This is an optimization exercise on Yosys and OpenROAD, whose aim is small area, not a production implementation.
At most, simulation tests tie the RTL to the original design; equivalence was not proved.
The RTL of runs 3 to 5 was laid out without a check of its function.
No activity file was given, so power comes from the tool's default toggle rates.

--- design/flow/config.mk ---
export PLATFORM = sky130hd
export DESIGN_NAME = ICMP
export DESIGN_NICKNAME = ICMP
export VERILOG_FILES = /design/flow/design.v
export SDC_FILE = /design/flow/constraint.sdc
export NUM_CORES = 4
export LEC_CHECK = 0
export CAP_MARGIN = 20
export CORE_MARGIN = 2
export CORE_UTILIZATION = 70
export PLACE_DENSITY = 0.8
export SETUP_SLACK_MARGIN = -0.3
export SLEW_MARGIN = 20
--- design/flow/constraint.sdc ---
create_clock -name core_clock -period 5.0 [get_ports {clock}]
set_input_delay 1.0000 -clock core_clock [delete_from_list [all_inputs] [get_ports {clock}]]
set_output_delay 1.0000 -clock core_clock [all_outputs]
set_load 0.01 [all_outputs]
--- design/flow/design.v ---
`timescale 1ns / 1ps
module ICMP(readmode,sendmode,hardreset,inputdata,typeoficmpin,codein,restofheaderin,clock,outputmessage,outputvalid,restofheaderout,typeoficmpout,codeout);
input hardreset;
input [31:0] inputdata;
input [31:0] restofheaderin;
input [7:0] typeoficmpin;
input [7:0] codein;
input clock;
input readmode;
input sendmode;
output [31:0] outputmessage;
output outputvalid;
output reg [31:0] restofheaderout;
output reg [7:0] typeoficmpout;
output reg [7:0] codeout;
localparam [4:0] I   = 5'b00000,
                 S1  = 5'b01001, S2  = 5'b01010, S3  = 5'b01011,
                 S4  = 5'b11000, S5  = 5'b11001, S6  = 5'b10000,
                 S7  = 5'b10001, S8  = 5'b10010, S9  = 5'b10100,
                 S10 = 5'b10101, S11 = 5'b10110, S12 = 5'b10111,
                 S13 = 5'b11100,
                 R1  = 5'b00001, R2  = 5'b00010, R3  = 5'b00011,
                 R4  = 5'b00100, R5  = 5'b00101, R6  = 5'b00110,
                 R7  = 5'b00111;
reg [4:0] st;
reg [15:0] h0, h1, h2, h3, h4;
reg [15:0] l1;
reg [15:0] l2_n, l3_n, l4_n;    
wire [15:0] l2 = ~l2_n;
wire [15:0] l3 = ~l3_n;
reg [15:0] lo_n;    
wire [15:0] l4 = ~l4_n;
wire [15:0] lo = ~lo_n;
wire idle   = (st == I) | (st == S13) | (st == R7);
wire s_e1   = (st == S1);
wire rot    = st[4];
wire hsel   = st[3];
wire swin   = st[4] & st[2];                            
wire rwin   = (st == R5) | (st == R6) | (st == R7);
wire lwin   = (st == S9);
wire l4win  = (st == S10) | (st == S11) | (st == S12) | (st == S13) | rwin;
always @(posedge clock) begin
  if (hardreset)
    st <= I;
  else
    case (st)
      S1: st <= S2;   S2: st <= S3;   S3: st <= S4;   S4: st <= S5;
      S5: st <= S6;   S6: st <= S7;   S7: st <= S8;   S8: st <= S9;
      S9: st <= S10;  S10: st <= S11; S11: st <= S12; S12: st <= S13;
      R1: st <= R2;   R2: st <= R3;   R3: st <= R4;   R4: st <= R5;
      R5: st <= R6;   R6: st <= R7;
      default: st <= readmode ? R1 : (sendmode ? S1 : I);    
    endcase
end
wire [15:0] h4_d = rot ? h0 : inputdata[31:16];
wire [15:0] l1_d = rot ? l2 : inputdata[15:0];
wire [15:0] acc_op = s_e1 ? l1_d : lo;
wire [15:0] add_op = hsel ? h4_d : l1_d;
wire [15:0] sum = acc_op + add_op + 16'd1;
always @(posedge clock) begin
  h4 <= h4_d;
  h3 <= s_e1 ? restofheaderin[31:16] : h4;
  h2 <= s_e1 ? {typeoficmpin, codein} : h3;
  h1 <= h2;
  h0 <= h1;
  l1 <= l1_d;
  l2_n <= l3_n;
  l3_n <= l4_n;
  l4_n <= ~(s_e1 ? restofheaderin[15:0] : l1);
  lo_n <= ~sum;
end
always @(posedge clock) begin
  if (hardreset) begin
    restofheaderout <= 32'd0;
    typeoficmpout <= 8'd0;
    codeout <= 8'd0;
  end else begin
    if (st == R2) begin
      typeoficmpout <= h4[15:8];
      codeout <= h4[7:0];
    end
    if (st == R3)
      restofheaderout <= {h4, l1};
  end
end
assign outputvalid = swin;
assign outputmessage = {({16{swin}} & h0) | ({16{rwin}} & h3),
                        ({16{lwin}} & lo) | ({16{l4win}} & l4)};
endmodule
--- design/flow/flow/run.sh ---
#!/bin/bash
# Layout: the standard flow (standard.sh) with these changes:
#  - synthesis is ORFS's synth.tcl run through synth_recipe.tcl as standard.sh
#    does, except that ABC maps the logic with flow/area.abc (area mapping)
#    instead of ORFS's speed script; registers are mapped before ABC runs, so
#    they are the standard synthesis's
#  - the floorplan step removes synthesis buffers (REMOVE_ABC_BUFFERS=1)
#    instead of running repair_timing on wire-load estimates
#  - the port buffers buffer_ports inserts are buf_1 cells
#  - CTS uses clkbuf_8 with smaller sink clusters and inserts no dummy loads
# make's full output goes to standard.log in the work folder; ORFS's per-step
# logs stay under orfs/logs.
set -euo pipefail
W=$(pwd)
export BUFFER_PORTS_ARGS="-buffer_cell sky130_fd_sc_hd__buf_1"
export REMOVE_ABC_BUFFERS=1
export CTS_ARGS="-sink_clustering_enable -repair_clock_nets -dont_use_dummy_load -buf_list sky130_fd_sc_hd__clkbuf_8 -sink_clustering_size 18 -sink_clustering_max_diameter 60"
awk -v s="$W/flow/area.abc" '{print} /source .*synth_preamble.tcl/ {print "set abc_args [lreplace $abc_args 1 1 " s "]"}' \
  "$FLOW_HOME/scripts/synth.tcl" > "$W/flow_synth.tcl"
grep -q "lreplace" "$W/flow_synth.tcl"
sed "s#source \$::env(SCRIPTS_DIR)/synth.tcl#source $W/flow_synth.tcl#" "$W/synth_recipe.tcl" > "$W/flow_synth_recipe.tcl"
grep -q "flow_synth.tcl" "$W/flow_synth_recipe.tcl"
sed "s#SYNTH_SCRIPT=$W/synth_recipe.tcl#SYNTH_SCRIPT=$W/flow_synth_recipe.tcl#" "$W/standard.sh" > "$W/flow_standard.sh"
grep -q "flow_synth_recipe.tcl" "$W/flow_standard.sh"
bash "$W/flow_standard.sh" > standard.log 2>&1
--- design/flow/flow/area.abc ---
strash
dc2
dc2
dch -f
amap
--- design/flow/standard.sh ---
#!/bin/bash
# synth_recipe.tcl (not shown) runs the flow's synth.tcl, then flattens the netlist and writes it again
# the make line also repeats each setting of config.mk as NAME=value (left out here)
make -C /OpenROAD-flow-scripts/flow DESIGN_CONFIG=/design/flow/config.mk WORK_HOME=/design/flow/orfs CLKGATE_MAP_FILE= SYNTH_SCRIPT=/design/flow/synth_recipe.tcl "${@:-finish}"
==> run summary, run 1 <==
----------------------------------------------------
[Setup path]
  Most frequent cell on the critical path ... sky130_fd_sc_hd__nor2_1
  Critical register-to-register path startpoint ... st[0]
  Critical Path Max Stage Delay ... 430 ps
  Endpoint of the worst register-to-register path ... lo_n[15]
  Largest fanout on the critical path ... 31
  Type of destination of the critical path ... flop
  Depth of the worst register-to-register path ... 28
  Endpoint arrival time on the critical path ... 5150 ps
  Worst-path cell with the longest stage delay ... sky130_fd_sc_hd__nor4_2
  Element type at the critical path start ... flop
  Crit path max-delay family ... simple AND/OR/NAND/NOR gates
  Kind of critical path ... flop to flop
  Worst path buffer plus inverter count ... 4
  Reg2reg setup slack ... 240 ps
  Worst endpoint required time ... 5390 ps

[Final layout]
  Final instance area ... 0.00796 mm^2
  Nets ... 906
  Synth-to-Final Area Change ... 16.4%
  Share of layout cells above drive strength 1 ... 4.61%
  Layout fillers ... 626
  Inserted Diodes ... 0

[Yosys]
  Leading area contributor after synthesis ... sky130_fd_sc_hd__dfxtp_1
  Synth Area in Simple Gates ... 5.43%
  Post-Syn Area per Cell ... 11.2 um^2
  Post-synth design cell area ... 0.00684 mm^2
  Primary flip-flop cell chosen by synthesis mapping ... sky130_fd_sc_hd__dfxtp_1
  Number of enable-type register cells in the synthesized netlist ... 0
  Ys async rst share ... 0%
  Post-Synth Adder-Cell Area ... 3.22%
  Sequential share of the synthesized area ... 62.3%
  Synth top area cells ... sky130_fd_sc_hd__dfxtp_1 (62%), sky130_fd_sc_hd__o22ai_1 (7.0%), sky130_fd_sc_hd__o221a_1 (5.3%)
  Synth top area share ... 62.3%
  Count leader, synth ... sky130_fd_sc_hd__dfxtp_1
  Mux contribution to synthesized area ... 0%
  Post-synthesis xor/xnor area fraction ... 0%
  Post-synth cell types ... 28
  Number of synthesis warnings ... 1
  Most frequent cells after synthesis ... sky130_fd_sc_hd__dfxtp_1 (213), sky130_fd_sc_hd__o22ai_1 (76), sky130_fd_sc_hd__clkinv_1 (53)
  Main combinational cell family by area after synthesis ... compound AO/OA/AOI/OAI gates
  Instance count of the mapped netlist ... 608
  Flop and latch count out of synthesis ... 213
  Compound-cell area share of the yosys netlist ... 26.1%

[Die]
  Width of the die ... 103 um
  Area inside the core boundary ... 0.00964 mm^2
  Die area ... 0.0106 mm^2
  Number of core rows ... 36
  Initial core utilization ... 71.0%
  Die extent in y ... 103 um
  IO Pins ... 165

[Routing]
  Drt drc ... 0
  Wirelength per Cell ... 19.2 um
  Total via count after detailed routing ... 5749
  Wire length on met2 ... 8920 um
  Uppermost layer routed ... met4
  Final WL ... 17900 um
  Number of search-and-repair iterations in the first detailed-routing pass ... 6
  Detail Route Antenna Nets ... 0
  Detailed Route Iter0 Violations ... 283
  Average via count per standard cell ... 6.14
  Post-Route M1 WL ... 7170 um
  Met3 WL post-DR ... 1350 um

[STA]
  Worst rel slew slack ... 50.6%
  Final setup vio count ... 0
  Setup TNS Final ... 0 ps
  Final setup slack of the worst path ... 243 ps
  Post-route clock skew ... 35.7 ps
  Count of pins over their slew limit ... 0
  Worst slew pin tran ... 740 ps
  Crit share post-route ... 95.1%
  Highest clock rate ... 210 MHz
  Worst hold slack after final layout ... 321 ps
  Endpoints failing hold ... 0
  Final min period ... 4760 ps

[Run status]
  Run status ... complete, no violations

[Run]
  Max-cap violation count ... 0

[Global routing]
  GRT Resource Usage Total ... 33.5%
  Initial antenna violation count ... 0
  Global route overflow ... 0
  First-pass GRT wire length ... 27600 um
  Number of global-route vias before repair ... 5730
  Largest net degree at the start of global routing ... 50

[Worst hold path]
  Hold Path Stages ... 0
  Path class of the lowest-slack min-delay path ... flop to flop
  Launch point of the worst hold path ... l3_n[12]
  Hold path endpoint ... l2_n[12]

[Power and ir drop]
  Power density normalized to cell area ... 425 mW/mm^2
  Overall power after layout ... 3.38 mW
  Cell leakage power ... 3.05 nW
  Maximum VDD drop ... 0.000325 V

[Clocking]
  Number of sinks on the clock net ... 213
  Number of H-tree levels ... 1
  CTS Buf Count ... 15
  Worst-Skew Late Latency ... 490 ps
  Clock input transition at the sequential cells of the worst setup and hold paths ... 110 ps
  Root buf cell ... sky130_fd_sc_hd__clkbuf_8
  CTS tree ... yes
  Max clock buf depth ... 3
  # hold bufs at CTS ... 0

[Placement]
  Number of port buffers ... 164
  Post-place instance area ... 0.00775 mm^2
  Worst setup slack before clock tree synthesis ... 95.4 ps
  Detailed placement HPWL ... 11900 um
  Routability Congestion ... 0.937

----------------------------------------------------
## cell type report
cell class	count	area, um^2	share of cell area, %
well taps	133	166	2.09
clock buffers	15	206	2.59
repair buffers	180	736	9.24
inverters	53	199	2.50
flip-flops and latches	213	4260	53.6
multi-input cells	342	2390	30.0
## cells in the final DEF (no fill, tap or decap), types with 5 or more instances in the layout
master                     Yosys  layout
sky130_fd_sc_hd__a32o_1       16      16
sky130_fd_sc_hd__a22oi_1      16      16
sky130_fd_sc_hd__o221a_1      32      32
sky130_fd_sc_hd__nor2_1       47      46
sky130_fd_sc_hd__o21ai_0      26      25
sky130_fd_sc_hd__ha_1         16      16
sky130_fd_sc_hd__clkinv_1     53      50
sky130_fd_sc_hd__nand2_1      30      29
sky130_fd_sc_hd__nand2b_1      5       5
sky130_fd_sc_hd__clkbuf_8      0      15
sky130_fd_sc_hd__buf_1         0     164
sky130_fd_sc_hd__o22a_1       35      35
sky130_fd_sc_hd__dfxtp_1     213     213
sky130_fd_sc_hd__buf_4         0      16
sky130_fd_sc_hd__o21a_1        6       6
sky130_fd_sc_hd__a21o_1       10      10
sky130_fd_sc_hd__a21oi_1       7       7
sky130_fd_sc_hd__o22ai_1      76      76
## worst max-delay path by stage
stage | from | end | slack (ps) | cells after the start
5_1_grt | st[0] | lo_n[15] | -240 | 28
3_5_place_dp | st[0] | lo_n[15] | 100 | 28
4_1_cts | st[0] | lo_n[15] | 70 | 28
2_1_floorplan | st[4] | lo_n[15] | -1630 | 28
3_3_place_gp | st[0] | lo_n[15] | 410 | 28
6_report | st[0] | lo_n[15] | 240 | 28
## timing repair
action	CTS	global route
setup endpoints to repair	0	1
setup buffers	0	0
resized for setup	0	2
## layer usage
metal  track usage [%]  vias up
met3              6.51       52
met2              57.3      248
met5                 0        -
met1              42.6     2767
li1                  -     2682
met4              11.9        0
## registers in the layout, indices dropped and copies added (netlist names), 8 cells and up
| signal | flops |
|---|---|
| l3_n | 16 |
| h0 | 16 |
| h4 | 16 |
| typeoficmpout | 8 |
| restofheaderout | 32 |
| codeout | 8 |
| h2 | 16 |
| l1 | 16 |
| l2_n | 16 |
| l4_n | 16 |
| lo_n | 16 |
| h1 | 16 |
| h3 | 16 |
## metrics by stage
stage | cells | utilization [%]
CTS | 936 | 82.5
global route | 936 | 82.6
finish | 936 | 82.6
global placement | 921 | 80.4
floorplan | 608 | -
detailed placement | 921 | 80.4
## cells by family after synthesis
logic type | Yosys count
AO/OA/AOI/OAI | 234
adder cells (fa/ha/maj) | 17
AND/OR/NAND/NOR | 91
buffers and inverters | 53
flip-flops | 213
## worst register-to-register path: cells and delay by family, from the launching register on
kind                     cells  cell delay, ps
AND/OR/NAND/NOR             15            1950
AO/OA/AOI/OAI                8            1220
buffers and inverters        4             810
flip-flops                   1             390
adder cells (fa/ha/maj)      1             310
## where the power goes
part / internal [mW] / switching [mW] / total, mW / leakage [nW]
combinational: 0.288 / 0.346 / 0.634 / 1.16
sequential: 1.88 / 0.0987 / 1.98 / 1.78
clock: 0.273 / 0.491 / 0.764 / 0.108
total: 2.44 / 0.936 / 3.38 / 3.05
==> run 2: changes to the inputs <==
--- a/design/flow/config.mk
+++ b/design/flow/config.mk
@@ -9,5 +9,4 @@
 export CORE_MARGIN = 2
 export CORE_UTILIZATION = 70
 export PLACE_DENSITY = 0.8
-export SETUP_SLACK_MARGIN = -0.3
 export SLEW_MARGIN = 20
==> run 2 against run 1 <==
Net effect:
- synthesized cell count stayed put
- register-to-register slack better by 180 ps
- sequential power hardly changed
- die area stayed put
- sequential cell count stayed put
- wire length is 0.91% higher
- clock power hardly changed
- first-iteration DRC count is 9.9% higher
- critical endpoint unchanged
- highest routed layer unchanged
==> run summary, run 2 <==
----------------------------------------------------
[Placement]
  Post-place instance area ... 0.00775 mm^2 (unchanged)
  Detailed placement HPWL ... 11900 um (unchanged)
  Routability Congestion ... 0.937 (unchanged)
  Worst setup slack before clock tree synthesis ... 95.4 ps (unchanged)
  Post-placement cell count ... 921 (unchanged)
  Number of port buffers ... 164 (unchanged)

[Clocking]
  Number of setup buffers added after CTS ... 0 (unchanged)
  Number of H-tree levels ... 1 (unchanged)
  Root buf cell ... sky130_fd_sc_hd__clkbuf_8
  Clock input transition at the sequential cells of the worst setup and hold paths ... 110 ps (about the same)
  Worst-Skew Late Latency ... 500 ps (about the same)
  Max clock buf depth ... 3 (unchanged)
  CTS tree ... yes
  CTS Buf Count ... 15 (unchanged)
  Number of sinks on the clock net ... 213 (unchanged)

[STA]
  Final setup slack of the worst path ... 423 ps (+180 ps)
  Worst hold slack after final layout ... 323 ps (+1.95 ps)
  Highest clock rate ... 218 MHz (+3.9%)
  Worst rel slew slack ... 50.8% (+0.18 points)
  Worst slew pin tran ... 737 ps (-3.45 ps)
  Final min period ... 4580 ps (-180 ps)
  Post-route clock skew ... 40.9 ps (+5.20 ps)
  Final setup vio count ... 0 (unchanged)
  Crit share post-route ... 91.5% (-3.6 points)
  Unrepaired setup endpoints after global routing ... false
  Count of pins over their slew limit ... 0 (unchanged)
  Endpoints failing hold ... 0 (unchanged)
  Setup TNS Final ... 0 ps (unchanged)

[Setup path]
  Kind of critical path ... flop to flop
  Type of destination of the critical path ... flop
  Worst endpoint required time ... 5390 ps (about the same)
  Critical path depth ... 27 (-3.6%)
  Worst-path cell with the longest stage delay ... sky130_fd_sc_hd__dfxtp_2
  Endpoint arrival time on the critical path ... 4970 ps (-180 ps)
  Depth of the worst register-to-register path ... 27 (-3.6%)
  Crit path max-delay family ... compound AO/OA/AOI/OAI gates
  Worst path buffer plus inverter count ... 3 (-1)
  Element type at the critical path start ... flop
  Largest fanout on the critical path ... 16 (-48%)
  Most frequent cell on the critical path ... sky130_fd_sc_hd__nor2_1
  Critical Path Max Stage Delay ... 500 ps (+70 ps)

[Yosys]
  Instance count of the mapped netlist ... 608 (unchanged)
  Synth top area cells ... sky130_fd_sc_hd__dfxtp_1 (62%), sky130_fd_sc_hd__o22ai_1 (7.0%), sky130_fd_sc_hd__o221a_1 (5.3%)
  Synth top area share ... 62.3% (unchanged)
  Most frequent cells after synthesis ... sky130_fd_sc_hd__dfxtp_1 (213), sky130_fd_sc_hd__o22ai_1 (76), sky130_fd_sc_hd__clkinv_1 (53)
  Ys async rst share ... 0% (unchanged)
  Post-synth design cell area ... 0.00684 mm^2 (unchanged)
  Flop and latch count out of synthesis ... 213 (unchanged)
  Count leader, synth ... sky130_fd_sc_hd__dfxtp_1
  Primary flip-flop cell chosen by synthesis mapping ... sky130_fd_sc_hd__dfxtp_1
  Post-synth cell types ... 28 (unchanged)
  Sequential share of the synthesized area ... 62.3% (unchanged)
  Post-Syn Area per Cell ... 11.2 um^2 (unchanged)
  Leading area contributor after synthesis ... sky130_fd_sc_hd__dfxtp_1
  Number of synthesis warnings ... 1 (unchanged)
  Number of enable-type register cells in the synthesized netlist ... 0 (unchanged)

[Power and ir drop]
  Overall power after layout ... 3.39 mW (+0.39%)
  Net Sw Power ... 0.945 mW (+0.93%)
  Share of power burned in combinational logic ... 19.0% (+0.2 points)
  Power density normalized to cell area ... 424 mW/mm^2 (-0.19%)
  Switching fraction of total power ... 27.8% (+0.15 points)
  Maximum VDD drop ... 0.000324 V (-0.29%)
  Share of total power in the clock network ... 22.5% (about the same)
  Internal power contribution ... 2.45 mW (+0.19%)
  Cell leakage power ... 3.06 nW (+0.46%)
  Part of the total power dissipated in sequential elements ... 58.5% (about the same)

[Worst hold path]
  Hold Path Stages ... 0 (unchanged)
  Path class of the lowest-slack min-delay path ... flop to flop

[Final layout]
  Storage element area ... 0.00427 mm^2 (about the same)
  Synth-to-Final Area Change ... 17.1%
  Most used cells in the layout excluding fill and tap cells ... sky130_fd_sc_hd__dfxtp_1 (212), sky130_fd_sc_hd__buf_1 (164), sky130_fd_sc_hd__o22ai_1 (74)
  Flip-flop count of the largest register after layout ... 32 (unchanged)
  Final instance area ... 0.00801 mm^2 (+0.58%)
  Inserted Diodes ... 0 (unchanged)
  Share of layout cells above drive strength 1 ... 5.11% (+0.50 points)
  Largest register by flop count ... restofheaderout
  Layout fillers ... 609 (-2.7%)
  Final non-filler cell total ... 936 (unchanged)
  Area used by multi-input combinational logic ... 0.00241 mm^2 (+1.0%)
  Nets ... 906 (unchanged)
  Leading cell type in the layout, fill and taps excluded ... sky130_fd_sc_hd__dfxtp_1
  Finished Core Util ... 83.0% (+0.48 points)

[Global routing]
  Initial antenna violation count ... 0 (unchanged)
  GRT Resource Usage Total ... 33.5% (unchanged)
  Global route overflow ... 0 (unchanged)
  Largest net degree at the start of global routing ... 50 (unchanged)
  Number of global-route vias before repair ... 5730 (unchanged)
  First-pass GRT wire length ... 27600 um (unchanged)

[Routing]
  Detail Route Antenna Nets ... 0 (unchanged)
  Wirelength per Cell ... 19.3 um (+0.91%)
  Number of search-and-repair iterations in the first detailed-routing pass ... 5 (-1)
  Average via count per standard cell ... 6.17 (+0.52%)
  Final WL ... 18100 um (+0.91%)
  Detailed Route Iter0 Violations ... 311 (+9.9%)
  Total via count after detailed routing ... 5779 (+0.52%)
  Drt drc ... 0 (unchanged)

[Die]
  Area inside the core boundary ... 0.00964 mm^2 (unchanged)
  Initial core utilization ... 71.0% (unchanged)
  Number of core rows ... 36 (unchanged)
  Die area ... 0.0106 mm^2 (unchanged)
  Die extent in y ... 103 um (unchanged)
  Width of the die ... 103 um (unchanged)
  IO Pins ... 165 (unchanged)

[Run]
  Max-cap violation count ... 0 (unchanged)

[Run status]
  Run status ... complete, no violations

----------------------------------------------------
[run 2: cell types whose count changed in the layout (fill, tap and decap cells not counted), moves of 2 or more]
cell,change
sky130_fd_sc_hd__inv_4,+2
sky130_fd_sc_hd__buf_4,-2
sky130_fd_sc_hd__buf_8,+2
sky130_fd_sc_hd__inv_2,-2
sky130_fd_sc_hd__o22ai_1,-2
sky130_fd_sc_hd__o22ai_2,+2
[run 2: path summary, 6_finish.rpt]
path	start	slack (ps)	endpoint
setup / recovery	st[4]	420	lo_n[15]
hold / removal	l3_n[12]	320	l2_n[12]
setup reg to reg	st[4]	420	lo_n[15]
hold reg to reg	l3_n[12]	320	l2_n[12]
[run 2: power by group through the flow]
stage	clock network, mW	logic [mW]	registers (mW)
floorplan	0	0.459	1.99
global placement	0	0.583	2.01
detailed placement	0	0.617	2.02
CTS	0.759	0.625	1.98
global route	0.823	0.725	2.00
finish	0.765	0.644	1.98
[run 2: kinds of logic (layout without fill, tap and decap cells)]
group | after synthesis | in the layout | synth area share (%)
AO/OA/AOI/OAI | 234 | 234 | 26.1
adder cells (fa/ha/maj) | 17 | 17 | 3.22
buffers and inverters | 53 | 248 | 2.91
flip-flops | 213 | 213 | 62.3
AND/OR/NAND/NOR | 91 | 91 | 5.43
[run 2: layer usage]
metal  up-vias  wire (um)  share of wire [%]  track usage (%)
met1      2791       7270                 40             42.6
met2       253       8950                 49             57.3
li1       2686          -                  -                -
met4         0        482                2.7             11.9
met3        49       1380                7.6             6.51
met5         -          0                  0                0
[run 2: layout make-up]
| type | count | area share, % |
|---|---|---|
| Tap cell | 133 | 2.08 |
| Inverter | 53 | 2.55 |
| Sequential cell | 213 | 53.3 |
| Timing Repair Buffer | 180 | 9.38 |
| Multi-Input combinational cell | 342 | 30.1 |
| Clock buffer | 15 | 2.58 |
[run 2: what timing repair did]
action,in CTS,in global routing
resized for setup,0,14
hold buffers,0,0
setup endpoints to repair,0,3
==> run 3: changes to the inputs <==
==> design/flow/design.v (replaced) <==
`timescale 1ns / 1ps
module ICMP(readmode,sendmode,hardreset,inputdata,typeoficmpin,codein,restofheaderin,clock,outputmessage,outputvalid,restofheaderout,typeoficmpout,codeout);
input hardreset;
input [31:0] inputdata;
input [31:0] restofheaderin;
input [7:0] typeoficmpin;
input [7:0] codein;
input clock;
input readmode;
input sendmode;
output [31:0] outputmessage;
output outputvalid;
output reg [31:0] restofheaderout;
output reg [7:0] typeoficmpout;
output reg [7:0] codeout;
reg [4:0] st;
wire ms = ~st[4];
wire mr = st[4];
wire [3:0] cnt = st[3:0];
reg [15:0] h0, h1, h2, h3, h4;
reg [15:0] l1;
reg [15:0] l2_n, l3_n, l4_n;    
wire [15:0] l2 = ~l2_n;
wire [15:0] l3 = ~l3_n;
reg [15:0] lo_n;    
wire [15:0] l4 = ~l4_n;
wire [15:0] lo = ~lo_n;
wire idle   = (st == 5'd0) | (st == 5'd13) | (st == 5'd23);
wire sel_h3 = (st == 5'd1);
wire sel_l4 = (cnt == 4'd1);
wire sel_h2 = (st <= 5'd1);
wire sel_a  = (cnt <= 4'd1);
wire rot_h  = ms & (cnt >= 4'd4) & (cnt <= 4'd8);
wire rot_l  = ms & (cnt >= 4'd4);
wire hsel   = (cnt <= 4'd5);
wire swin   = ms & (cnt >= 4'd9);
wire rwin   = mr & (cnt >= 4'd5);
wire lwin   = (st == 5'd9);
wire l4win  = (ms & (cnt >= 4'd10)) | rwin;
always @(posedge clock) begin
  if (hardreset)
    st <= 5'd0;
  else if (idle)
    st <= readmode ? 5'd17 : (sendmode ? 5'd1 : 5'd0);
  else
    st <= st + 5'd1;
end
wire [15:0] h4_d = rot_h ? h0 : inputdata[31:16];
wire [15:0] l1_d = rot_l ? l2 : inputdata[15:0];
wire [15:0] acc_op = sel_a ? l1_d : lo;
wire [15:0] add_op = hsel ? h4_d : l1_d;
wire [15:0] sum = acc_op + add_op + 16'd1;
always @(posedge clock) begin
  h4 <= h4_d;
  h3 <= sel_h3 ? restofheaderin[31:16] : h4;
  h2 <= sel_h2 ? {typeoficmpin, codein} : h3;
  h1 <= h2;
  h0 <= h1;
  l1 <= l1_d;
  l2_n <= l3_n;
  l3_n <= l4_n;
  l4_n <= ~(sel_l4 ? restofheaderin[15:0] : l1);
  lo_n <= ~sum;
end
always @(posedge clock) begin
  if (hardreset) begin
    restofheaderout <= 32'd0;
    typeoficmpout <= 8'd0;
    codeout <= 8'd0;
  end else begin
    if (mr & (cnt == 4'd2)) begin
      typeoficmpout <= h4[15:8];
      codeout <= h4[7:0];
    end
    if (mr & (cnt == 4'd3))
      restofheaderout <= {h4, l1};
  end
end
assign outputvalid = swin;
assign outputmessage = {({16{swin}} & h0) | ({16{rwin}} & h3),
                        ({16{lwin}} & lo) | ({16{l4win}} & l4)};
endmodule
--- a/design/flow/flow/run.sh
+++ b/design/flow/flow/run.sh
@@ -4,8 +4,6 @@
 #    does, except that ABC maps the logic with flow/area.abc (area mapping)
 #    instead of ORFS's speed script; registers are mapped before ABC runs, so
 #    they are the standard synthesis's
-#  - the floorplan step removes synthesis buffers (REMOVE_ABC_BUFFERS=1)
-#    instead of running repair_timing on wire-load estimates
 #  - the port buffers buffer_ports inserts are buf_1 cells
 #  - CTS uses clkbuf_8 with smaller sink clusters and inserts no dummy loads
 # make's full output goes to standard.log in the work folder; ORFS's per-step
==> run 3 against run 2 <==
Net effect:
- still clean
- combinational power up 120%
- synthesized cell count is 0.16% higher
- die area grew 0.12%
- cell count increased by 0.32%
- highest routed layer unchanged
==> run summary, run 3 <==
----------------------------------------------------
[Setup path]
  Endpoint arrival time on the critical path ... 5170 ps (+200 ps)
  Element type at the critical path start ... flop
  Type of destination of the critical path ... flop
  Crit path max-delay family ... compound AO/OA/AOI/OAI gates
  Critical Path Max Stage Delay ... 410 ps (-90 ps)
  Worst path buffer plus inverter count ... 3 (unchanged)
  Largest fanout on the critical path ... 10 (-6)
  Worst-path cell with the longest stage delay ... sky130_fd_sc_hd__fa_1
  Worst endpoint required time ... 5420 ps (+30 ps)
  Reg2reg setup slack ... 240 ps (-180 ps)
  Kind of critical path ... flop to flop

[Yosys]
  Post-Synth Adder-Cell Area ... 3.95% (+0.73 points)
  Synth Area in Simple Gates ... 4.97% (-0.46 points)
  Number of synthesis warnings ... 1 (unchanged)
  Count leader, synth ... sky130_fd_sc_hd__dfxtp_1
  Primary flip-flop cell chosen by synthesis mapping ... sky130_fd_sc_hd__dfxtp_1
  Post-Syn Area per Cell ... 11.2 um^2 (about the same)
  Mux contribution to synthesized area ... 0% (unchanged)
  Flop and latch count out of synthesis ... 213 (unchanged)
  Post-synthesis xor/xnor area fraction ... 0% (unchanged)
  Synth top area share ... 62.3% (-0.080 points)
  Compound-cell area share of the yosys netlist ... 25.7% (-0.40 points)
  Main combinational cell family by area after synthesis ... compound AO/OA/AOI/OAI gates
  Most frequent cells after synthesis ... sky130_fd_sc_hd__dfxtp_1 (213), sky130_fd_sc_hd__o22ai_1 (80), sky130_fd_sc_hd__clkinv_1 (57)
  Sequential share of the synthesized area ... 62.3% (-0.080 points)
  Post-synth cell types ... 26 (-7.1%)
  Instance count of the mapped netlist ... 609 (+0.16%)
  Ys async rst share ... 0% (unchanged)
  Leading area contributor after synthesis ... sky130_fd_sc_hd__dfxtp_1
  Synth top area cells ... sky130_fd_sc_hd__dfxtp_1 (62%), sky130_fd_sc_hd__o22ai_1 (7.3%), sky130_fd_sc_hd__o221a_1 (5.3%)
  Post-synth design cell area ... 0.00685 mm^2 (+0.13%)
  Number of enable-type register cells in the synthesized netlist ... 0 (unchanged)

[Global routing]
  Largest net degree at the start of global routing ... 34 (-32%)
  Initial antenna violation count ... 0 (unchanged)
  Number of global-route vias before repair ... 5718 (-0.21%)
  First-pass GRT wire length ... 28300 um (+2.5%)
  Global route overflow ... 0 (unchanged)
  GRT Resource Usage Total ... 35.1% (+1.6 points)

[Die]
  Area inside the core boundary ... 0.00964 mm^2 (unchanged)
  Die extent in y ... 103 um (about the same)
  IO Pins ... 165 (unchanged)
  Width of the die ... 103 um (about the same)
  Die area ... 0.0106 mm^2 (+0.12%)
  Number of core rows ... 36 (unchanged)
  Initial core utilization ... 71.0% (+0.091 points)

[Final layout]
  Synth-to-Final Area Change ... 17.6%
  Area used by multi-input combinational logic ... 0.00242 mm^2 (+0.47%)
  Flip-flop count of the largest register after layout ... 32 (unchanged)
  Storage element area ... 0.00427 mm^2 (about the same)
  Share of layout cells above drive strength 1 ... 6.45% (+1.3 points)
  Nets ... 913 (+0.77%)
  Leading cell type in the layout, fill and taps excluded ... sky130_fd_sc_hd__dfxtp_1
  Largest register by flop count ... restofheaderout
  Layout fillers ... 588 (-3.4%)
  Most used cells in the layout excluding fill and tap cells ... sky130_fd_sc_hd__dfxtp_1 (211), sky130_fd_sc_hd__buf_1 (164), sky130_fd_sc_hd__o22ai_1 (76)
  Inserted Diodes ... 0 (unchanged)

[STA]
  Final min period ... 4760 ps (+181 ps)
  Final setup slack of the worst path ... 242 ps (-181 ps)
  Crit share post-route ... 95.2% (+3.6 points)
  Worst slew pin tran ... 933 ps (+197 ps)
  Worst hold slack after final layout ... 323 ps (-0.0400 ps)
  Count of pins over their slew limit ... 0 (unchanged)
  Post-route clock skew ... 25.8 ps (-15.1 ps)
  Worst rel slew slack ... 37.7% (-13 points)
  Final setup vio count ... 0 (unchanged)
  Highest clock rate ... 210 MHz (-3.8%)
  Endpoints failing hold ... 0 (unchanged)

[Routing]
  Total via count after detailed routing ... 5831 (+0.90%)
  Detail Route Antenna Nets ... 0 (unchanged)
  Detailed Route Iter0 Violations ... 430 (+38%)
  Average via count per standard cell ... 6.21 (+0.58%)
  Drt drc ... 0 (unchanged)
  Number of search-and-repair iterations in the first detailed-routing pass ... 5 (unchanged)
  Wirelength per Cell ... 20.3 um (+5.0%)
  Final WL ... 19100 um (+5.4%)

[Clocking]
  Number of H-tree levels ... 1 (unchanged)
  # hold bufs at CTS ... 0 (unchanged)
  CTS tree ... yes
  Max clock buf depth ... 3 (unchanged)
  Worst-Skew Late Latency ... 490 ps (about the same)
  Clock input transition at the sequential cells of the worst setup and hold paths ... 120 ps (about the same)
  Number of sinks on the clock net ... 213 (unchanged)
  CTS Buf Count ... 15 (unchanged)
  Root buf cell ... sky130_fd_sc_hd__clkbuf_8

[Placement]
  Number of port buffers ... 164 (unchanged)
  Worst setup slack before clock tree synthesis ... 36.8 ps (-58.6 ps)
  Detailed placement HPWL ... 12700 um (+7.3%)
  Routability Congestion ... 1.00 (+6.7%)

[Power and ir drop]
  Net Sw Power ... 1.59 mW (+68%)
  Internal power contribution ... 3.13 mW (+28%)
  Part of the total power dissipated in sequential elements ... 54.0% (-4.5 points)
  Overall power after layout ... 4.72 mW (+39%)
  Power density normalized to cell area ... 587 mW/mm^2 (+38%)
  Switching fraction of total power ... 33.7% (+5.9 points)
  Maximum VDD drop ... 0.000395 V (+22%)
  Cell leakage power ... 3.11 nW (+1.5%)
  Share of total power in the clock network ... 16.2% (-6.3 points)
  Share of power burned in combinational logic ... 29.7% (+11 points)

[Worst hold path]
  Path class of the lowest-slack min-delay path ... flop to flop

[Run status]
  Run status ... complete, no violations

[Run]
  Max-cap violation count ... 0 (unchanged)

----------------------------------------------------
run 3: per-layer routing:
metal / share of wire (%) / GRT usage [%] / wire length, um / vias up
met5: 0 / 0 / 0 / -
met4: 2.8 / 13.1 / 535 / 0
met3: 8.3 / 5.97 / 1580 / 51
met2: 50 / 59.2 / 9460 / 316
met1: 39 / 45.7 / 7480 / 2787
li1: - / - / - / 2677
run 3: path summary, 6_finish.rpt:
path / startpoint / to / depth (start not counted)
setup / recovery: st[1] / lo_n[14] / 29
hold / removal: h2[1] / h1[1] / 0
setup reg to reg: st[1] / lo_n[14] / 29
hold reg to reg: h2[1] / h1[1] / 0
run 3: cell families after synthesis:
family                   after synthesis
AO/OA/AOI/OAI                        235
flip-flops                           213
AND/OR/NAND/NOR                       83
buffers and inverters                 57
adder cells (fa/ha/maj)               21
run 3: worst reg2reg max path: cells and delay by family (launching register included):
kind | cells | cell delay [ps]
buffers and inverters | 3 | 430
flip-flops | 1 | 390
AO/OA/AOI/OAI | 11 | 1970
AND/OR/NAND/NOR | 12 | 1070
adder cells (fa/ha/maj) | 3 | 840
run 3: power groups by stage:
stage	Clock [mW]	Combinational, mW	Sequential [mW]
global placement	0	1.26	2.54
floorplan	0	0.934	2.48
CTS	0.772	1.36	2.54
global route	0.830	1.53	2.60
detailed placement	0	1.32	2.57
finish	0.767	1.40	2.55
run 3: timing repair:
| action | in CTS | in global routing |
|---|---|---|
| buffers inserted | 0 | 0 |
| gates resized for setup | 3 | 14 |
| setup endpoints to repair | 1 | 3 |
run 3: stage by stage:
| step | TNS, ps | instance area, um^2 | utilization (%) | cells |
|---|---|---|---|---|
| 6_report | 0 | 8050 | 83.5 | 939 |
| 5_1_grt | -58.7 | 8050 | 83.5 | 939 |
| 4_1_cts | 0 | 8000 | 83.0 | 939 |
| 3_5_place_dp | 0 | 7790 | 80.8 | 924 |
| 3_3_place_gp | 0 | 7770 | 80.7 | 923 |
| 2_1_floorplan | -1870 | 6850 | - | 609 |
run 3: final cells by class:
type / count / share of cell area [%]
flip-flops and latches: 213 / 53.0
multi-input cells: 339 / 30.1
repair buffers: 182 / 9.42
inverters: 57 / 2.86
clock buffers: 15 / 2.56
well taps: 133 / 2.07
==> run 4: changes to the inputs <==
--- a/design/flow/flow/run.sh
+++ b/design/flow/flow/run.sh
@@ -11,7 +11,6 @@
 set -euo pipefail
 W=$(pwd)
 export BUFFER_PORTS_ARGS="-buffer_cell sky130_fd_sc_hd__buf_1"
-export REMOVE_ABC_BUFFERS=1
 export CTS_ARGS="-sink_clustering_enable -repair_clock_nets -dont_use_dummy_load -buf_list sky130_fd_sc_hd__clkbuf_8 -sink_clustering_size 18 -sink_clustering_max_diameter 60"
 awk -v s="$W/flow/area.abc" '{print} /source .*synth_preamble.tcl/ {print "set abc_args [lreplace $abc_args 1 1 " s "]"}' \
   "$FLOW_HOME/scripts/synth.tcl" > "$W/flow_synth.tcl"
==> run 4 against run 3 <==
Net effect:
- setup slack improved by 130 ps
- highest routed layer unchanged
- count of clock-buffer cells in the layout unchanged
- utilization increased by 0.40 points
- largest cell class unchanged
- register-to-register slack improved by 130 ps
- clock power decreased by 2%
==> run summary, run 4 <==
----------------------------------------------------
[Power and ir drop]
  Switching fraction of total power ... 33.2% (-0.50 points)
  Maximum VDD drop ... 0.000379 V (-3.9%)
  Net Sw Power ... 1.56 mW (-2.0%)
  Power density normalized to cell area ... 581 mW/mm^2 (-1.0%)
  Share of total power in the clock network ... 16.0% (-0.2 points)
  Internal power contribution ... 3.14 mW (+0.20%)
  Overall power after layout ... 4.70 mW (-0.55%)
  Share of power burned in combinational logic ... 29.7% (about the same)
  Part of the total power dissipated in sequential elements ... 54.3% (+0.3 points)
  Cell leakage power ... 3.11 nW (about the same)

[Setup path]
  Depth of the worst register-to-register path ... 30 (+3.4%)
  Reg2reg setup slack ... 370 ps (+130 ps)
  Type of destination of the critical path ... flop
  Largest fanout on the critical path ... 8 (-2)
  Critical Path Start ... st[1]
  Critical register-to-register path startpoint ... st[1]
  Endpoint arrival time on the critical path ... 5050 ps (-120 ps)
  Worst endpoint required time ... 5420 ps (about the same)
  Kind of critical path ... flop to flop
  Worst Setup EP ... lo_n[15]
  Critical Path Max Stage Delay ... 370 ps (-40 ps)
  Worst-path cell with the longest stage delay ... sky130_fd_sc_hd__dfxtp_2
  Endpoint of the worst register-to-register path ... lo_n[15]
  Element type at the critical path start ... flop
  Most frequent cell on the critical path ... sky130_fd_sc_hd__nor2_1

[STA]
  Endpoints failing hold ... 0 (unchanged)
  Worst slew pin tran ... 939 ps (+5.69 ps)
  Worst rel slew slack ... 37.4% (-0.31 points)
  Final min period ... 4630 ps (-128 ps)
  Final setup vio count ... 0 (unchanged)
  Highest clock rate ... 216 MHz (+2.8%)
  Count of pins over their slew limit ... 0 (unchanged)
  Setup TNS Final ... 0 ps (unchanged)
  Worst hold slack after final layout ... 326 ps (+2.81 ps)
  Post-route clock skew ... 27.3 ps (+1.55 ps)
  Final setup slack of the worst path ... 370 ps (+128 ps)
  Crit share post-route ... 92.6% (-2.6 points)

[Global routing]
  Global route overflow ... 0 (unchanged)
  Initial antenna violation count ... 0 (unchanged)
  Global routing's busiest layer ... met2
  Met2 Usage GRT ... 57.1% (-2.1 points)
  First-pass GRT wire length ... 28000 um (-1.1%)
  Number of global-route vias before repair ... 5571 (-2.6%)
  GRT Resource Usage Total ... 34.4% (-0.74 points)
  Met3 layer usage reported by global route ... 5.69% (-0.27 points)
  Largest net degree at the start of global routing ... 33 (-2.9%)
  Met1 layer usage reported by global route ... 44.7% (-1.0 points)

[Final layout]
  Most used cells in the layout excluding fill and tap cells ... sky130_fd_sc_hd__dfxtp_1 (208), sky130_fd_sc_hd__buf_1 (164), sky130_fd_sc_hd__o22ai_1 (74)
  Nets ... 913 (unchanged)
  Final non-filler cell total ... 939 (unchanged)
  Inserted Diodes ... 0 (unchanged)
  Synth-to-Final Area Change ... 18.1%
  Final instance area ... 0.00809 mm^2 (+0.48%)
  Share of layout cells above drive strength 1 ... 6.70% (+0.25 points)
  Layout fillers ... 562 (-4.4%)
  Leading cell type in the layout, fill and taps excluded ... sky130_fd_sc_hd__dfxtp_1
  Flip-flop count of the largest register after layout ... 32 (unchanged)
  Largest register by flop count ... restofheaderout
  Finished Core Util ... 83.9% (+0.40 points)

[Clocking]
  Number of H-tree levels ... 1 (unchanged)
  Max clock buf depth ... 3 (unchanged)
  Root buf cell ... sky130_fd_sc_hd__clkbuf_8
  Number of setup buffers added after CTS ... 0 (unchanged)
  CTS tree ... yes
  Clock input transition at the sequential cells of the worst setup and hold paths ... 100 ps (-20 ps)
  # hold bufs at CTS ... 0 (unchanged)
  Resized cells post-CTS ... 0 (-3)
  Worst-Skew Late Latency ... 490 ps (about the same)
  CTS Buf Count ... 15 (unchanged)
  Number of sinks on the clock net ... 213 (unchanged)

[Placement]
  Routability Congestion ... 0.869 (-13%)
  Post-place instance area ... 0.00782 mm^2 (+0.35%)
  Number of port buffers ... 164 (unchanged)
  Worst setup slack before clock tree synthesis ... 114 ps (+77.6 ps)
  Detailed placement HPWL ... 12800 um (+0.59%)
  Post-placement cell count ... 924 (unchanged)

[Yosys]
  Number of synthesis warnings ... 1 (unchanged)
  Post-synth cell types ... 26 (unchanged)
  Synth top area cells ... sky130_fd_sc_hd__dfxtp_1 (62%), sky130_fd_sc_hd__o22ai_1 (7.3%), sky130_fd_sc_hd__o221a_1 (5.3%)
  Most frequent cells after synthesis ... sky130_fd_sc_hd__dfxtp_1 (213), sky130_fd_sc_hd__o22ai_1 (80), sky130_fd_sc_hd__clkinv_1 (57)
  Sequential share of the synthesized area ... 62.3% (unchanged)
  Leading area contributor after synthesis ... sky130_fd_sc_hd__dfxtp_1
  Instance count of the mapped netlist ... 609 (unchanged)
  Synth top area share ... 62.3% (unchanged)
  Flop and latch count out of synthesis ... 213 (unchanged)
  Total nets after synthesis ... 714
  Post-synth design cell area ... 0.00685 mm^2 (unchanged)
  Ys async rst share ... 0% (unchanged)
  Post-Syn Area per Cell ... 11.2 um^2 (unchanged)
  Primary flip-flop cell chosen by synthesis mapping ... sky130_fd_sc_hd__dfxtp_1
  Number of enable-type register cells in the synthesized netlist ... 0 (unchanged)
  Count leader, synth ... sky130_fd_sc_hd__dfxtp_1

[Die]
  Die extent in y ... 103 um (unchanged)
  Die area ... 0.0106 mm^2 (unchanged)
  Initial core utilization ... 71.0% (unchanged)
  Width of the die ... 103 um (unchanged)
  Number of core rows ... 36 (unchanged)
  Area inside the core boundary ... 0.00964 mm^2 (unchanged)
  IO Pins ... 165 (unchanged)

[Routing]
  Detailed Route Iter0 Violations ... 432 (+0.47%)
  Wirelength per Cell ... 19.9 um (-1.8%)
  Final WL ... 18700 um (-1.8%)
  Number of search-and-repair iterations in the first detailed-routing pass ... 5 (unchanged)
  Detail Route Antenna Nets ... 0 (unchanged)
  Total via count after detailed routing ... 5867 (+0.62%)
  Average via count per standard cell ... 6.25 (+0.62%)
  Drt drc ... 0 (unchanged)

[Run status]
  Run status ... complete, no violations

[Worst hold path]
  Path class of the lowest-slack min-delay path ... flop to flop

[Run]
  Max-cap violation count ... 0 (unchanged)

----------------------------------------------------
==> run 4: cell count changes in the layout (fill, tap and decap cells not counted), sizes merged <==
cell / before / now
bufinv: 1 / 0
clkinv: 53 / 55
inv: 3 / 2
==> run 4: power groups by stage <==
stage	clock, mW	combinational, mW	sequential (mW)
finish	0.754	1.39	2.55
global route	0.825	1.52	2.60
CTS	0.758	1.36	2.54
detailed placement	0	1.35	2.57
global placement	0	1.30	2.54
floorplan	0	0.936	2.48
==> run 4: worst min path at each step <==
stage	to	cells past startpoint	startpoint	slack, ps
finish	l2_n[7]	0	l3_n[7]	330
global route	h0[5]	0	h1[5]	340
CTS	l2_n[7]	0	l3_n[7]	330
detailed placement	h0[4]	0	h1[4]	310
global placement	h0[4]	0	h1[4]	310
floorplan	h0[0]	0	h1[0]	310
==> run 4: worst max-delay path, delay by kind of cell (launching register included) <==
kind / cells / cell delay (ps)
buffers and inverters: 4 / 440
adder cells (fa/ha/maj): 2 / 540
AND/OR/NAND/NOR: 14 / 1440
AO/OA/AOI/OAI: 10 / 1750
flip-flops: 1 / 370
==> run 4: per-layer routing <==
layer	vias to the layer above	share of wire [%]
met3	67	11
met4	0	4.0
met2	390	48
li1	2675	-
met1	2735	38
met5	-	0
==> run 4: area by class of cell <==
| cell class | instances | area, um^2 | share of cell area [%] |
|---|---|---|---|
| Tap cell | 133 | 166 | 2.06 |
| Clock buffer | 15 | 206 | 2.55 |
| Inverter | 57 | 214 | 2.64 |
| Timing Repair Buffer | 182 | 790 | 9.76 |
| Sequential cell | 213 | 4270 | 52.8 |
| Multi-Input combinational cell | 339 | 2440 | 30.2 |
==> run 4: logic make-up after synthesis <==
| family | Yosys count | share of synthesized area, % |
|---|---|---|
| buf+inv | 57 | 3.12 |
| compound gates | 235 | 25.7 |
| simple gates | 83 | 4.97 |
| flops | 213 | 62.3 |
| fa+ha+maj | 21 | 3.95 |
==> run 5: changes to the inputs <==
==> design/flow/design.v (replaced) <==
`timescale 1ns / 1ps
module ICMP(readmode,sendmode,hardreset,inputdata,typeoficmpin,codein,restofheaderin,clock,outputmessage,outputvalid,restofheaderout,typeoficmpout,codeout);
input hardreset;
input [31:0] inputdata;
input [31:0] restofheaderin;
input [7:0] typeoficmpin;
input [7:0] codein;
input clock;
input readmode;
input sendmode;
output [31:0] outputmessage;
output outputvalid;
output reg [31:0] restofheaderout;
output reg [7:0] typeoficmpout;
output reg [7:0] codeout;
reg [3:0] cnt;
reg ms, mr;
reg [31:0] p0, p1, p2, p3, p4;
reg [15:0] acc;
wire idle   = (cnt == 4'd0);
wire s_e1   = ms & (cnt == 4'd1);
wire rot    = ms & (cnt >= 4'd4) & (cnt <= 4'd8);
wire first  = ms & (cnt == 4'd4);
wire ins    = ms & (cnt == 4'd8);
wire swin   = ms & (idle | (cnt >= 4'd9));
wire rwin   = mr & (idle | (cnt >= 4'd5));
always @(posedge clock) begin
  if (hardreset) begin
    cnt <= 4'd0;
    ms <= 1'b0;
    mr <= 1'b0;
  end else if (idle) begin
    mr <= readmode;
    ms <= sendmode & ~readmode;
    cnt <= {3'b000, readmode | sendmode};
  end else if ((ms & (cnt == 4'd12)) | (mr & (cnt == 4'd6))) begin
    cnt <= 4'd0;
  end else begin
    cnt <= cnt + 4'd1;
  end
end
wire [15:0] acc_op = first ? 16'd8 : acc;
wire [15:0] sum = acc_op + p0[31:16] + p0[15:0];
always @(posedge clock) begin
  acc <= sum;
  p4 <= rot ? p0 : inputdata;
  p3 <= s_e1 ? restofheaderin : p4;
  p2 <= s_e1 ? {typeoficmpin, codein, 16'd0} : p3;
  p1 <= p2;
  p0 <= {p1[31:16], ins ? sum : p1[15:0]};
end
always @(posedge clock) begin
  if (hardreset) begin
    restofheaderout <= 32'd0;
    typeoficmpout <= 8'd0;
    codeout <= 8'd0;
  end else begin
    if (mr & (cnt == 4'd2)) begin
      typeoficmpout <= p4[31:24];
      codeout <= p4[23:16];
    end
    if (mr & (cnt == 4'd3))
      restofheaderout <= p4;
  end
end
assign outputvalid = swin;
assign outputmessage = ({32{swin}} & p0) | ({32{rwin}} & p3);
endmodule
==> design/flow/run.sh (new file) <==
#!/bin/bash
# synth_recipe.tcl (not shown) runs the flow's synth.tcl, then flattens the netlist and writes it again
# the make line also repeats each setting of config.mk as NAME=value (left out here)
make -C /OpenROAD-flow-scripts/flow DESIGN_CONFIG=/design/flow/config.mk WORK_HOME=/design/flow/orfs CLKGATE_MAP_FILE= SYNTH_SCRIPT=/design/flow/synth_recipe.tcl finish
--- a/design/flow/config.mk
+++ b/design/flow/config.mk
@@ -7,6 +7,5 @@
 export LEC_CHECK = 0
 export CAP_MARGIN = 20
 export CORE_MARGIN = 2
-export CORE_UTILIZATION = 70
-export PLACE_DENSITY = 0.8
+export CORE_UTILIZATION = 40
 export SLEW_MARGIN = 20
removed: design/flow/flow/run.sh
removed: design/flow/flow/area.abc
removed: design/flow/standard.sh
==> run 5 against run 4 <==
Net effect:
- synthesized cell count increased by 21%
- critical path type is now flop to primary output
- power grew 26%
- largest cell class unchanged
- cell count increased by 25%
- combinational power is 37% higher
- fmax is 3.4% higher
- sequential share of layout area is 10 points lower
==> run summary, run 5 <==
----------------------------------------------------
[Routing]
  Post-Route M1 WL ... 9300 um (+32%)
  Uppermost layer routed ... met4
  Wirelength per Cell ... 17.6 um (-11%)
  Met3 WL post-DR ... 1620 um (-19%)
  Detailed Route Iter0 Violations ... 201 (-53%)
  Final WL ... 20700 um (+11%)
  Number of search-and-repair iterations in the first detailed-routing pass ... 4 (-1)
  Average via count per standard cell ... 4.87 (-22%)
  Wire length on met2 ... 9360 um (+5.2%)
  Drt drc ... 0 (unchanged)
  Detail Route Antenna Nets ... 0 (unchanged)
  Total via count after detailed routing ... 5724 (-2.4%)

[Global routing]
  Largest net degree at the start of global routing ... 53 (+61%)
  GRT Resource Usage Total ... 19.2% (-15 points)
  Initial antenna violation count ... 0 (unchanged)
  Number of global-route vias before repair ... 6053 (+8.7%)
  First-pass GRT wire length ... 32900 um (+18%)
  Global route overflow ... 0 (unchanged)

[Yosys]
  Sequential share of the synthesized area ... 56.0% (-6.3 points)
  Count leader, synth ... sky130_fd_sc_hd__dfxtp_1
  Number of enable-type register cells in the synthesized netlist ... 0 (unchanged)
  Instance count of the mapped netlist ... 736 (+21%)
  Leading area contributor after synthesis ... sky130_fd_sc_hd__dfxtp_1
  Primary flip-flop cell chosen by synthesis mapping ... sky130_fd_sc_hd__dfxtp_1
  Ys async rst share ... 0% (unchanged)
  Flop and latch count out of synthesis ... 230 (+8.0%)
  Post-synth design cell area ... 0.00822 mm^2 (+20%)
  Total nets after synthesis ... 855 (+20%)
  Post-Syn Area per Cell ... 11.2 um^2 (-0.66%)
  Number of synthesis warnings ... 1 (unchanged)
  Synth top area cells ... sky130_fd_sc_hd__dfxtp_1 (56%), sky130_fd_sc_hd__mux2_2 (12%), sky130_fd_sc_hd__nand2_1 (5.7%)
  Synth top area share ... 56.0% (-6.3 points)
  Post-synth cell types ... 43 (+65%)
  Most frequent cells after synthesis ... sky130_fd_sc_hd__dfxtp_1 (230), sky130_fd_sc_hd__nand2_1 (124), sky130_fd_sc_hd__mux2_2 (88)

[STA]
  Final setup vio count ... 0 (unchanged)
  Worst slew pin tran ... 1090 ps (+155 ps)
  Crit share post-route ... 89.5% (-3.1 points)
  Setup TNS Final ... 0 ps (unchanged)
  Count of pins over their slew limit ... 0 (unchanged)
  Worst rel slew slack ... 26.8% (-11 points)
  Endpoints failing hold ... 0 (unchanged)
  Unrepaired setup endpoints after global routing ... false
  Post-route clock skew ... 9.94 ps (-17.4 ps)
  Highest clock rate ... 223 MHz (+3.4%)
  Final min period ... 4480 ps (-154 ps)

[Worst hold path]
  Hold Path Stages ... 0 (unchanged)
  Launch point of the worst hold path ... p2[3]
  Hold path endpoint ... p1[3]
  Path class of the lowest-slack min-delay path ... flop to flop

[Setup path]
  Largest fanout on the critical path ... 18 (+10)
  Endpoint arrival time on the critical path ... 3480 ps (-1570 ps)
  Critical register-to-register path startpoint ... cnt[0]
  Kind of critical path ... flop to primary output
  Element type at the critical path start ... flop
  Type of destination of the critical path ... primary output
  Depth of the worst register-to-register path ... 12 (-60%)
  Endpoint of the worst register-to-register path ... p0[12]
  Reg2reg setup slack ... 970 ps (+600 ps)
  Worst endpoint required time ... 4000 ps (-1420 ps)

[Clocking]
  Resized cells post-CTS ... 0 (unchanged)
  Clock input transition at the sequential cells of the worst setup and hold paths ... 60 ps (-40 ps)
  Number of H-tree levels ... 1 (unchanged)
  Worst-Skew Late Latency ... 500 ps (about the same)
  Number of setup buffers added after CTS ... 0 (unchanged)
  Max clock buf depth ... 3 (unchanged)
  CTS Buf Count ... 24 (+9)
  Number of sinks on the clock net ... 230 (+8.0%)
  Root buf cell ... sky130_fd_sc_hd__clkbuf_16
  # hold bufs at CTS ... 0 (unchanged)
  CTS tree ... yes

[Die]
  IO Pins ... 165 (unchanged)
  Initial core utilization ... 40.6% (-30 points)
  Number of core rows ... 52 (+44%)
  Die extent in y ... 147 um (+43%)
  Die area ... 0.0217 mm^2 (+110%)
  Area inside the core boundary ... 0.0202 mm^2 (+110%)
  Width of the die ... 147 um (+43%)

[Final layout]
  Nets ... 1010 (+11%)
  Inserted Diodes ... 0 (unchanged)
  Share of layout cells above drive strength 1 ... 15.3% (+8.6 points)
  Most used cells in the layout excluding fill and tap cells ... sky130_fd_sc_hd__dfxtp_1 (230), sky130_fd_sc_hd__clkdlybuf4s50_1 (163), sky130_fd_sc_hd__nand2_1 (124)
  Layout fillers ... 1760 (+210%)
  Leading cell type in the layout, fill and taps excluded ... sky130_fd_sc_hd__dfxtp_1
  Synth-to-Final Area Change ... 32.1%
  Final instance area ... 0.0109 mm^2 (+34%)

[Run]
  Max-cap violation count ... 0 (unchanged)

[Placement]
  Number of port buffers ... 164 (unchanged)
  Post-place instance area ... 0.0101 mm^2 (+29%)
  Detailed placement HPWL ... 15000 um (+17%)
  Routability Congestion ... 0.828 (-4.7%)

[Run status]
  Run status ... complete, no violations

[Power and ir drop]
  Cell leakage power ... 4.21 nW (+35%)
  Maximum VDD drop ... 0.000249 V (-34%)
  Power density normalized to cell area ... 544 mW/mm^2 (-6.2%)

----------------------------------------------------
[run 5: how the worst max path moves through the flow]
stage                      start               end  slack, ps  cells after the start
after detailed placement  cnt[0]            p0[12]        950                     12
after floorplan           cnt[0]            p0[12]       1520                     13
after CTS                 cnt[0]  outputmessage[3]        480                      8
after global placement    cnt[0]            p0[12]       1090                     12
after global routing      cnt[0]  outputmessage[3]        330                      8
final                     cnt[0]  outputmessage[3]        520                      8
[run 5: logic make-up (layout without fill, tap and decap cells)]
family,Yosys count,after routing,synth area share (%)
AND/OR/NAND/NOR,195,195,10.7
buffers and inverters,48,218,2.51
adder cells (fa/ha/maj),35,35,6.79
XOR/XNOR,17,17,1.81
flip-flops,230,230,56.0
AO/OA/AOI/OAI,121,121,9.83
multiplexers,90,90,12.4
[run 5: per-stage QoR]
stage                     cells  util [%]  worst slack [ps]  power (mW)  hold slack, ps
after global routing       1176      53.7               330        6.29             329
final                      1176      53.7               524        5.92             319
after detailed placement   1135      49.8               946        4.18             312
after floorplan             736         -              1520        3.62             310
after CTS                  1176      53.7               484        5.97             324
after global placement     1135      49.8              1090        4.14             310
[run 5: layout make-up]
type | instances | area, um^2 | area share (%)
clock inverter | 5 | 75.1 | 0.691
sequential | 230 | 4600 | 42.4
clock buffer | 36 | 717 | 6.60
timing repair buffer | 169 | 1670 | 15.4
tap | 270 | 338 | 3.11
multi-input combinational | 458 | 3430 | 31.5
inverter | 8 | 30.0 | 0.276
[run 5: per-layer routing]
| metal | up-vias | track usage, % |
|---|---|---|
| met1 | 2692 | 25.5 |
| met5 | - | 0 |
| met4 | 0 | 5.58 |
| li1 | 2816 | - |
| met3 | 30 | 5.09 |
| met2 | 186 | 31.0 |
[run 5: critical path: stages, from the launching register on]
cell	delay [ps]
sky130_fd_sc_hd__dfxtp_1	350
sky130_fd_sc_hd__inv_1	120
sky130_fd_sc_hd__ha_1	250
sky130_fd_sc_hd__nor2b_1	330
sky130_fd_sc_hd__a211oi_1	110
sky130_fd_sc_hd__nor2b_2	630
sky130_fd_sc_hd__buf_4	400
sky130_fd_sc_hd__a22o_1	230
sky130_fd_sc_hd__clkdlybuf4s50_1	550
[run 5: power by group]
group          internal, mW  switching [mW]
Sequential             2.11           0.132
Combinational         0.910            1.00
Clock                  1.09           0.678
Total                  4.10            1.81
==> run 6: changes to the inputs <==
--- a/design/flow/design.v
+++ b/design/flow/design.v
@@ -15,13 +15,14 @@
 output reg [7:0] codeout;
 reg [3:0] cnt;
 reg ms, mr;
-reg [31:0] p0, p1, p2, p3, p4;
-reg [15:0] acc;
+reg [15:0] h0, h1, h2, h3, h4;
+reg [15:0] l1, l2, l3, l4;
+reg [15:0] lo;
 wire idle   = (cnt == 4'd0);
 wire s_e1   = ms & (cnt == 4'd1);
-wire rot    = ms & (cnt >= 4'd4) & (cnt <= 4'd8);
+wire rot    = ms & (cnt >= 4'd4);
+wire accum  = ms & (cnt >= 4'd4) & (cnt <= 4'd8);
 wire first  = ms & (cnt == 4'd4);
-wire ins    = ms & (cnt == 4'd8);
 wire swin   = ms & (idle | (cnt >= 4'd9));
 wire rwin   = mr & (idle | (cnt >= 4'd5));
 always @(posedge clock) begin
@@ -39,15 +40,20 @@
     cnt <= cnt + 4'd1;
   end
 end
-wire [15:0] acc_op = first ? 16'd8 : acc;
-wire [15:0] sum = acc_op + p0[31:16] + p0[15:0];
+wire [15:0] acc_op = first ? 16'd8 : lo;
+wire [15:0] lo_op  = first ? 16'd0 : l1;
+wire [15:0] sum = acc_op + h0 + lo_op;
 always @(posedge clock) begin
-  acc <= sum;
-  p4 <= rot ? p0 : inputdata;
-  p3 <= s_e1 ? restofheaderin : p4;
-  p2 <= s_e1 ? {typeoficmpin, codein, 16'd0} : p3;
-  p1 <= p2;
-  p0 <= {p1[31:16], ins ? sum : p1[15:0]};
+  h4 <= rot ? h0 : inputdata[31:16];
+  h3 <= s_e1 ? restofheaderin[31:16] : h4;
+  h2 <= s_e1 ? {typeoficmpin, codein} : h3;
+  h1 <= h2;
+  h0 <= h1;
+  l1 <= rot ? l2 : inputdata[15:0];
+  l2 <= l3;
+  l3 <= l4;
+  l4 <= s_e1 ? restofheaderin[15:0] : l1;
+  lo <= accum ? sum : l1;
 end
 always @(posedge clock) begin
   if (hardreset) begin
@@ -56,13 +62,13 @@
     codeout <= 8'd0;
   end else begin
     if (mr & (cnt == 4'd2)) begin
-      typeoficmpout <= p4[31:24];
-      codeout <= p4[23:16];
+      typeoficmpout <= h4[15:8];
+      codeout <= h4[7:0];
     end
     if (mr & (cnt == 4'd3))
-      restofheaderout <= p4;
+      restofheaderout <= {h4, l1};
   end
 end
 assign outputvalid = swin;
-assign outputmessage = ({32{swin}} & p0) | ({32{rwin}} & p3);
+assign outputmessage = ({32{swin}} & {h0, lo}) | ({32{rwin}} & {h3, l4});
 endmodule
==> run 6 against run 5 <==
Net effect:
- final area shrank 2.7%
- via count shrank 2.5%
- cell count shrank 1.1%
- count of clock-buffer cells in the layout shrank 8
- combinational power shrank 52%
- setup slack gained 120 ps
- sequential power shrank 12%
==> run summary, run 6 <==
----------------------------------------------------
[Clocking]
  Number of H-tree levels ... 1 (unchanged)
  Max clock buf depth ... 3 (unchanged)
  Resized cells post-CTS ... 0 (unchanged)
  CTS tree ... yes
  Worst-Skew Late Latency ... 510 ps (about the same)
  # hold bufs at CTS ... 0 (unchanged)
  CTS Buf Count ... 23 (-4.2%)

[Routing]
  Number of search-and-repair iterations in the first detailed-routing pass ... 4 (unchanged)
  Detailed Route Iter0 Violations ... 215 (+7.0%)
  Wirelength per Cell ... 17.2 um (-2.3%)
  Detail Route Antenna Nets ... 0 (unchanged)
  Drt drc ... 0 (unchanged)
  Total via count after detailed routing ... 5581 (-2.5%)

[Final layout]
  Most used cells in the layout excluding fill and tap cells ... sky130_fd_sc_hd__dfxtp_1 (214), sky130_fd_sc_hd__clkdlybuf4s50_1 (163), sky130_fd_sc_hd__nand2_1 (126)
  Layout fillers ... 1712 (-2.7%)
  Leading cell type in the layout, fill and taps excluded ... sky130_fd_sc_hd__dfxtp_1
  Synth-to-Final Area Change ... 34.7%
  Inserted Diodes ... 0 (unchanged)
  Final non-filler cell total ... 1163 (-1.1%)
  Share of layout cells above drive strength 1 ... 8.91% (-6.4 points)
  Nets ... 1000 (-0.99%)
  Area used by multi-input combinational logic ... 0.00338 mm^2 (-1.3%)

[Die]
  Width of the die ... 144 um (-2.2%)
  Die area ... 0.0208 mm^2 (-4.4%)
  Die extent in y ... 144 um (-2.2%)
  Number of core rows ... 51 (-1.9%)
  Initial core utilization ... 40.6% (about the same)
  Area inside the core boundary ... 0.0193 mm^2 (-4.4%)

[Power and ir drop]
  Maximum VDD drop ... 0.000247 V (-0.73%)
  Cell leakage power ... 4.12 nW (-2.2%)
  Overall power after layout ... 4.71 mW (-20%)
  Power density normalized to cell area ... 445 mW/mm^2 (-18%)

[Yosys]
  Instance count of the mapped netlist ... 725 (-1.5%)
  Most frequent cells after synthesis ... sky130_fd_sc_hd__dfxtp_1 (214), sky130_fd_sc_hd__nand2_1 (126), sky130_fd_sc_hd__mux2_1 (61)
  Leading area contributor after synthesis ... sky130_fd_sc_hd__dfxtp_1
  Number of synthesis warnings ... 1 (unchanged)
  Total nets after synthesis ... 844 (-1.3%)
  Flop and latch count out of synthesis ... 214 (-7.0%)
  Primary flip-flop cell chosen by synthesis mapping ... sky130_fd_sc_hd__dfxtp_1
  Synth top area cells ... sky130_fd_sc_hd__dfxtp_1 (55%), sky130_fd_sc_hd__mux2_1 (8.7%), sky130_fd_sc_hd__nand2_1 (6.0%)
  Number of enable-type register cells in the synthesized netlist ... 0 (unchanged)

[Placement]
  Detailed placement HPWL ... 14100 um (-5.9%)
  Number of port buffers ... 164 (unchanged)

[STA]
  Worst slew pin tran ... 916 ps (-178 ps)
  Post-route clock skew ... 12.3 ps (+2.40 ps)
  Setup TNS Final ... 0 ps (unchanged)
  Final setup vio count ... 0 (unchanged)
  Count of pins over their slew limit ... 0 (unchanged)
  Highest clock rate ... 230 MHz (+2.8%)
  Endpoints failing hold ... 0 (unchanged)
  Worst rel slew slack ... 38.8% (+12 points)
  Unrepaired setup endpoints after global routing ... false

[Setup path]
  Endpoint of the worst register-to-register path ... lo[15]
  Depth of the worst register-to-register path ... 16 (+4)
  Worst Setup EP ... lo[15]
  Critical register-to-register path startpoint ... cnt[0]
  Kind of critical path ... flop to flop
  Worst-path cell with the longest stage delay ... sky130_fd_sc_hd__fa_1
  Reg2reg setup slack ... 650 ps (-320 ps)
  Worst endpoint required time ... 5400 ps (+1400 ps)
  Critical Path Start ... cnt[0]
  Critical Path Max Stage Delay ... 520 ps (-110 ps)
  Series of cell instances along the critical path ... inv_1 -> ha_1 -> nand4_1 -> buf_4 -> and2_1 -> fa_1 -> ha_1 -> inv_1 -> fa_1 -> nor2b_1 -> o2111ai_1 -> nand2_1 -> a211oi_2 -> xnor2_1 -> o21bai_1 -> a211o_1
  Element type at the critical path start ... flop

[Global routing]
  GRT Resource Usage Total ... 19.3% (+0.092 points)
  First-pass GRT wire length ... 30900 um (-6.1%)
  Initial antenna violation count ... 0 (unchanged)
  Number of global-route vias before repair ... 5846 (-3.4%)
  Global route overflow ... 0 (unchanged)

[Run status]
  Run status ... complete, no violations

[Run]
  Max-cap violation count ... 0 (unchanged)

----------------------------------------------------
[run 6: cell count changes in the layout (fill, tap and decap cells not counted), sizes merged, moves of 4 or more]
cell	previous run	this run
mux2	89	79
clkbuf	36	28
nand3	10	6
a21o	6	11
xnor2	12	8
o21ai	5	22
nor2b	22	3
dfxtp	230	214
and2	13	26
inv	8	15
clkinvlp	0	4
and3	7	2
[run 6: cells by family (layout without fill, tap and decap cells)]
kind of cell | count (synthesis) | in the layout | share of synthesized area (%)
xor+xnor | 15 | 15 | 1.67
fa+ha+maj | 35 | 35 | 7.11
flops | 214 | 214 | 54.6
compound gates | 140 | 140 | 11.5
mux | 81 | 81 | 11.6
buf+inv | 54 | 227 | 2.96
simple gates | 186 | 186 | 10.6
[run 6: layer usage]
metal | share of wire [%] | GRT usage (%) | up-vias
met5 | 0 | 0 | -
met4 | 2.6 | 5.68 | 0
met3 | 5.9 | 4.67 | 40
met2 | 47 | 32.8 | 146
met1 | 44 | 24.5 | 2616
li1 | - | - | 2779
[run 6: final cells by class]
class / count / share of cell area, %
multi-input cells: 457 / 32.0
well taps: 265 / 3.14
clock inverters: 14 / 1.77
repair buffers: 172 / 16.0
inverters: 13 / 0.461
flip-flops and latches: 214 / 40.5
clock buffers: 28 / 6.09
[run 6: critical path, delay by kind of cell (launching register included)]
family	cells	cell delay (ps)
adders and majority gates	4	1380
and+or+nand+nor	4	1020
AOI/OAI and AO/OA	4	630
buffers and inverters	3	570
DFF	1	360
xor gates and xnor gates	1	270
[run 6: worst min path at each step]
stage                     startpoint      to  slack [ps]  cells after the start
after global routing           h2[7]   h1[7]         330                      0
final                          h1[1]   h0[1]         320                      0
after CTS                      h1[1]   h0[1]         320                      0
after floorplan                h1[0]   h0[0]         310                      0
after global placement        l3[14]  l2[14]         310                      0
after detailed placement      h1[11]  h0[11]         310                      0
[run 6: where the power goes]
group / total (mW) / leakage, nW / internal (mW) / switching [mW]
clock: 1.82 / 0.401 / 1.13 / 0.687
sequential: 1.97 / 1.79 / 1.86 / 0.104
combinational: 0.926 / 1.93 / 0.467 / 0.459

separate check: timing with driven ports:
Ports are ideal in the flow. The routed layouts listed here were re-timed in OpenROAD. Step 1: set_driving_cell puts a clkbuf_16 on clock and a buf_2 on each other input, an assumption about the parent block. Step 2 adds t to the input delays and takes it off the output delays; t is the mean of the earliest and latest rising clock arrival at the registers after step 1. Input paths then give back, and output paths get back, about the clock's delay inside the block. Three values: no drivers, after step 1, after step 2; two values: the first two.
| run | t (ns) | slack for setup (ns) | slew at the worst register clock pin (ns) | worst slew at a driven data input, ns |
|---|---|---|---|---|
| run 1 | 0.512 | 0.243 / 0.243 / 0.181 | 0.11 / 0.11 | 0.06 |
| run 2 | 0.514 | 0.423 / 0.423 / 0.207 | 0.11 / 0.11 | 0.05 |
| run 3 | 0.516 | 0.242 / 0.242 / 0.242 | 0.12 / 0.12 | 0.06 |
| run 4 | 0.514 | 0.370 / 0.370 / 0.248 | 0.11 / 0.11 | 0.06 |
| run 5 | 0.540 | 0.524 / 0.480 / 0.969 | 0.06 / 0.06 | 0.06 |
| run 6 | 0.545 | 0.647 / 0.647 / 0.647 | 0.07 / 0.07 | 0.07 |
After both steps setup and hold are still met in every run listed. The setup slack of run 2, which loses most, moves by 0.000 ns with the drivers and by -0.216 ns with both steps.
